This design comes from an exercise in tuning for small area on the open sky130 flow, not from production work. Where RTL was checked, it was by simulation tests only, not by an equivalence proof against the original. Power and IR drop assume default switching activity.

// dblcordicpll
module	dblcordicpll (
		input	wire			i_clk,
		input	wire			i_reset,
		input	wire			i_ld,
		input	wire	[31:0]		i_step,
		input	wire			i_ce,
		input	wire	signed	[15:0]	i_input,
		input	wire	[4:0]		i_lgcoeff,
		output	wire	[15:0]		o_err
	);
Size in the first run: roughly 340 flip-flops, about 73 I/O pins, ~28000 um^2 of cells after synthesis.
export LEC_CHECK = 0
export ABC_AREA = 1
export CAP_MARGIN = 20
export CORE_MARGIN = 2
export CORE_UTILIZATION = 40
export CTS_BUF_LIST = sky130_fd_sc_hd__clkbuf_8
export SLEW_MARGIN = 20
create_clock -name core_clock -period 10.0 [get_ports {i_clk}]
run.sh (not shown) runs the stock make flow with config.mk's settings and CLKGATE_MAP_FILE= SYNTH_SCRIPT=/design/flow/synth_recipe.tcl, a recipe that flattens the netlist after the stock synthesis.
Rerun with:
- CTS_BUF_LIST: sky130_fd_sc_hd__clkbuf_8 -> sky130_fd_sc_hd__clkbuf_4
The new run finished with timing, DRC and antenna clean.
First-iteration DRC count goes down by 4.3%.
Global-route usage hardly moves.
Total power goes down by 2.3%.
Register-to-register slack gets worse by 0.07 ns.
Routed wire length is about the same.
Cell area goes down by 0.75%.
Die area is unchanged.
Rerun with:
- CTS_BUF_LIST: sky130_fd_sc_hd__clkbuf_4 -> sky130_fd_sc_hd__clkbuf_2 sky130_fd_sc_hd__clkbuf_4
- CTS_CLUSTER_SIZE: unset -> 30
Result:
- global-route usage stays the same
- clock skew does not change
- count of clock-buffer cells in the layout does not change
- final cell count stays the same
- die area is unchanged
- first-iteration DRC count is unchanged
- worst setup slack does not change
- power stays the same
- area after synthesis is unchanged
- wire length does not change
- via count stays the same
No run of this note included a check of the RTL's function; only the layout flow was run.


## north
dblcordicpll, a different RTL version from the one above (not shown whole).
For scale: roughly 350 flip-flops, roughly 73 I/O pins, roughly 29,000 sq um of cells after synthesis.
make LEC_CHECK=0 ABC_AREA=1 CAP_MARGIN=20 CORE_MARGIN=2 CORE_UTILIZATION=40 SLEW_MARGIN=20 finish   # period 10.0 ns
The flow did not stop early for north: all stages ran, and the layout cleared the timing, design-rule and antenna checks.
Setup changes, north to south
# north
export LEC_CHECK = 0
export ABC_AREA = 1
export CAP_MARGIN = 20
export CORE_MARGIN = 2
export CORE_UTILIZATION = 40
export SLEW_MARGIN = 20
create_clock -name core_clock -period 10.0 [get_ports {i_clk}]
# south
export LEC_CHECK = 0
export ABC_AREA = 1
export CAP_MARGIN = 20
export CORE_MARGIN = 2
export CORE_UTILIZATION = 65
export SLEW_MARGIN = 20
create_clock -name core_clock -period 10.0 [get_ports {i_clk}]
Findings:
south closes out successfully: all stages finished, all timing, DRC and antenna checks passed. Any difference in clock transition at the register clock pins on the worst setup and hold paths after CTS between south and north is small enough to ignore. Summary — non-clock buffer count, south relative to north: lower, by 6. Between south and north, it is south whose utilization is higher, by 27 points. Diff north..south | post-CTS resize count | unchanged. Final clock period utilization by the worst path sits higher in south than in north. Min total cell area at the placement stage across north and south: south. south ends up with a first-iteration DRC count that is 472 higher than in north. Diff north and south: total global-route track usage higher in south. Power, north and south: lower on north. Global-route wire length before repair: south worse than north.
No functional check of the RTL was part of any run of this note.


job 8025:
Another version of the RTL of dblcordicpll (not shown whole).
==> flow/config.mk <==
export PLATFORM = sky130hd
export DESIGN_NAME = dblcordicpll
export DESIGN_NICKNAME = dblcordicpll
export VERILOG_FILES = /design/flow/design.v
export SDC_FILE = /design/flow/constraint.sdc
export NUM_CORES = 4
export LEC_CHECK = 0
export ABC_AREA = 1
export CAP_MARGIN = 20
export CORE_MARGIN = 2
export CORE_UTILIZATION = 40
export CTS_BUF_LIST = sky130_fd_sc_hd__clkbuf_8
export CTS_CLUSTER_DIAMETER = 50
export CTS_CLUSTER_SIZE = 12
export SLEW_MARGIN = 20
==> flow/constraint.sdc <==
create_clock -name core_clock -period 10.0 [get_ports {i_clk}]
set_input_delay 2.0000 -clock core_clock [delete_from_list [all_inputs] [get_ports {i_clk}]]
set_output_delay 2.0000 -clock core_clock [all_outputs]
set_load 0.01 [all_outputs]
standard.sh (not shown) runs the stock make flow with config.mk's settings and CLKGATE_MAP_FILE= SYNTH_SCRIPT=/design/flow/synth_recipe.tcl, a recipe that flattens the netlist after the stock synthesis.
==> flow/flow/run.sh <==
#!/bin/bash
# Layout flow: the standard layout (standard.sh: ORFS's synthesis and
# layout, unchanged) with two changes:
#  1. after the standard synthesis, its combinational cells are mapped a second
#     time by ABC, with ORFS's own area script and the platform's don't-use
#     list; every flip-flop, adder cell (fa/ha) and tie cell of the standard
#     synthesis is kept as it is, with its instance name and cell type;
#  2. the port buffers that global placement inserts (buffer_ports) use
#     sky130_fd_sc_hd__buf_1.
# Each tool's output goes to a log of its own in this folder (make_synth.log,
# yosys_reabc.log, make.log); ORFS keeps each step's log under orfs/logs/.
set -euo pipefail
export BUFFER_PORTS_ARGS="-buffer_cell sky130_fd_sc_hd__buf_1"
R=$PWD/orfs/results/$FLOW_PLATFORM/dblcordicpll/base
LIB=$FLOW_HOME/platforms/$FLOW_PLATFORM/lib/sky130_fd_sc_hd__tt_025C_1v80.lib
YOSYS=$FLOW_HOME/../tools/install/yosys/bin/yosys

bash standard.sh synth > make_synth.log 2>&1

cp "$R/1_2_yosys.v" "$R/1_2_yosys_standard.v"
KEEP=$(grep -oE '^\s*sky130_fd_sc_hd__(fa_|ha_|conb)\w*' "$R/1_2_yosys_standard.v" | sort -u | tr -d ' ' | tr '\n' ' ')
{
  echo "read_liberty -ignore_miss_func $LIB"
  echo "read_verilog $R/1_2_yosys_standard.v"
  echo "hierarchy -top $FLOW_TOP"
  echo "blackbox $KEEP"
  echo "flatten"
  echo "opt_clean -purge"
  echo -n "abc -liberty $LIB -script $PWD/flow/reabc.abc -D 10.0"
  for c in $(cat "$PWD/flow/dont_use.txt"); do echo -n " -dont_use $c"; done
  echo
  echo "opt_clean -purge"
  echo "setundef -zero"
  echo "hilomap -singleton -hicell sky130_fd_sc_hd__conb_1 HI -locell sky130_fd_sc_hd__conb_1 LO"
  echo "splitnets"
  echo "opt_clean -purge"
  echo "stat -liberty $LIB"
  echo "write_verilog -noattr -nohex -nodec $R/1_2_yosys.v"
} > reabc.ys
"$YOSYS" -s reabc.ys > yosys_reabc.log 2>&1
# Yosys declares the nets that the (unknown to it) flip-flops drive as reg;
# they are plain nets
sed -i -E 's/^(\s*)reg /\1wire /' "$R/1_2_yosys.v"
{
  echo "read_liberty -lib $LIB"
  echo "read_verilog $R/1_2_yosys.v"
  echo "hierarchy -check -top $FLOW_TOP"
  echo "check -assert"
} > reabc_check.ys
"$YOSYS" -s reabc_check.ys > yosys_reabc_check.log 2>&1

bash standard.sh finish > make.log 2>&1
==> flow/flow/reabc.abc <==
strash
dch
map -B 0.9
topo
stime -c
buffer -c
upsize -c
dnsize -c
Other scripts of this flow, unchanged in this note and not shown: flow/flow/dont_use.txt
Stage in which a tool error killed job 8025: netlist read-in after synthesis.
Modified inputs, job 5170 compared to job 8025
Settings: changing CTS_CLUSTER_DIAMETER from 50 to 60; changing CTS_CLUSTER_SIZE from 12 to 16.
--- a/flow/flow/run.sh
+++ b/flow/flow/run.sh
@@ -20,3 +20,3 @@
 cp "$R/1_2_yosys.v" "$R/1_2_yosys_standard.v"
-KEEP=$(grep -oE '^\s*sky130_fd_sc_hd__(fa_|ha_|conb)\w*' "$R/1_2_yosys_standard.v" | sort -u | tr -d ' ' | tr '\n' ' ')
+KEEP=$(grep -oE '^\s*sky130_fd_sc_hd__(df|edf|sdf|dl|fa_|ha_|conb)\w*' "$R/1_2_yosys_standard.v" | sort -u | tr -d ' ' | tr '\n' ' ')
 {
In summary, job 5170 completed successfully, with a layout that passed the timing, design-rule and antenna checks.
### job 5170 -> job 9521
Settings: changing CTS_CLUSTER_SIZE from 16 to 12; changing CTS_CLUSTER_DIAMETER from 60 to 50.
--- a/flow/flow/run.sh
+++ b/flow/flow/run.sh
@@ -20,3 +20,3 @@
 cp "$R/1_2_yosys.v" "$R/1_2_yosys_standard.v"
-KEEP=$(grep -oE '^\s*sky130_fd_sc_hd__(df|edf|sdf|dl|fa_|ha_|conb)\w*' "$R/1_2_yosys_standard.v" | sort -u | tr -d ' ' | tr '\n' ' ')
+KEEP=$(grep -oE '^\s*sky130_fd_sc_hd__(fa_|ha_|conb)\w*' "$R/1_2_yosys_standard.v" | sort -u | tr -d ' ' | tr '\n' ' ')
 {
@@ -40,5 +40,2 @@
 "$YOSYS" -s reabc.ys > yosys_reabc.log 2>&1
-# Yosys declares the nets that the (unknown to it) flip-flops drive as reg;
-# they are plain nets
-sed -i -E 's/^(\s*)reg /\1wire /' "$R/1_2_yosys.v"
 {
==> comparison <==
FAIL: job 9521; every other run in job 5170 and job 9521 is clean.
Setup changes, job 9521 to job 5421
Settings: changing CTS_CLUSTER_DIAMETER from 50 to 60; changing CTS_CLUSTER_SIZE from 12 to 16.
--- a/flow/flow/run.sh
+++ b/flow/flow/run.sh
@@ -20,3 +20,3 @@
 cp "$R/1_2_yosys.v" "$R/1_2_yosys_standard.v"
-KEEP=$(grep -oE '^\s*sky130_fd_sc_hd__(fa_|ha_|conb)\w*' "$R/1_2_yosys_standard.v" | sort -u | tr -d ' ' | tr '\n' ' ')
+KEEP=$(grep -oE '^\s*sky130_fd_sc_hd__(df|edf|sdf|dl|fa_|ha_|conb)\w*' "$R/1_2_yosys_standard.v" | sort -u | tr -d ' ' | tr '\n' ' ')
 {
@@ -40,2 +40,5 @@
 "$YOSYS" -s reabc.ys > yosys_reabc.log 2>&1
+# Yosys declares the nets that the (unknown to it) flip-flops drive as reg;
+# they are plain nets
+sed -i -E 's/^(\s*)reg /\1wire /' "$R/1_2_yosys.v"
 {
==> flow/flow/reabc.abc <==
strash
dch
map -B 0.9
topo
stime -c
### Flow results
Job 5421 completed end to end with timing, DRC and antenna clean.

==> port drivers added, routing unchanged <==
The flow's constraints put no driver on any port. The routed layouts listed below were extracted and timed again, unchanged, in two steps.
Step 1 sets driving cells, clkbuf_16 on the clock port and buf_2 on the other inputs (assumed; they add their load-dependent delay and slew).
Step 2 adds t to the input delays and takes it off the output delays; t is the mean of the earliest and latest rising clock arrival at the registers after step 1. Input paths then give back, and output paths get back, about the clock's delay inside the block.
Three values: ideal ports, drivers, drivers and shift; two values: the first two.
run	t, ns	setup WS [ns]	hold slack, ns
the first run of note 1	0.716	0.685 / 0.685 / 0.243	0.399 / 0.399 / 0.399
the second run of note 1	0.914	0.619 / 0.619 / 0.293	0.407 / 0.407 / 0.407
the third run of note 1	0.914	0.619 / 0.619 / 0.293	0.407 / 0.407 / 0.407
north	0.639	0.793 / 0.823 / 0.195	0.402 / 0.402 / 0.402
south	0.634	0.541 / 0.541 / -0.028	0.399 / 0.399 / 0.399
job 5170	0.693	0.591 / 0.591 / 0.591	0.404 / 0.404 / 0.404
job 5421	0.695	0.627 / 0.627 / 0.627	0.405 / 0.405 / 0.405
With both steps, setup timing fails in south, where it was met with ideal ports. The setup slack of north, which loses most, moves by +0.030 ns with the drivers and by -0.598 ns with both steps.
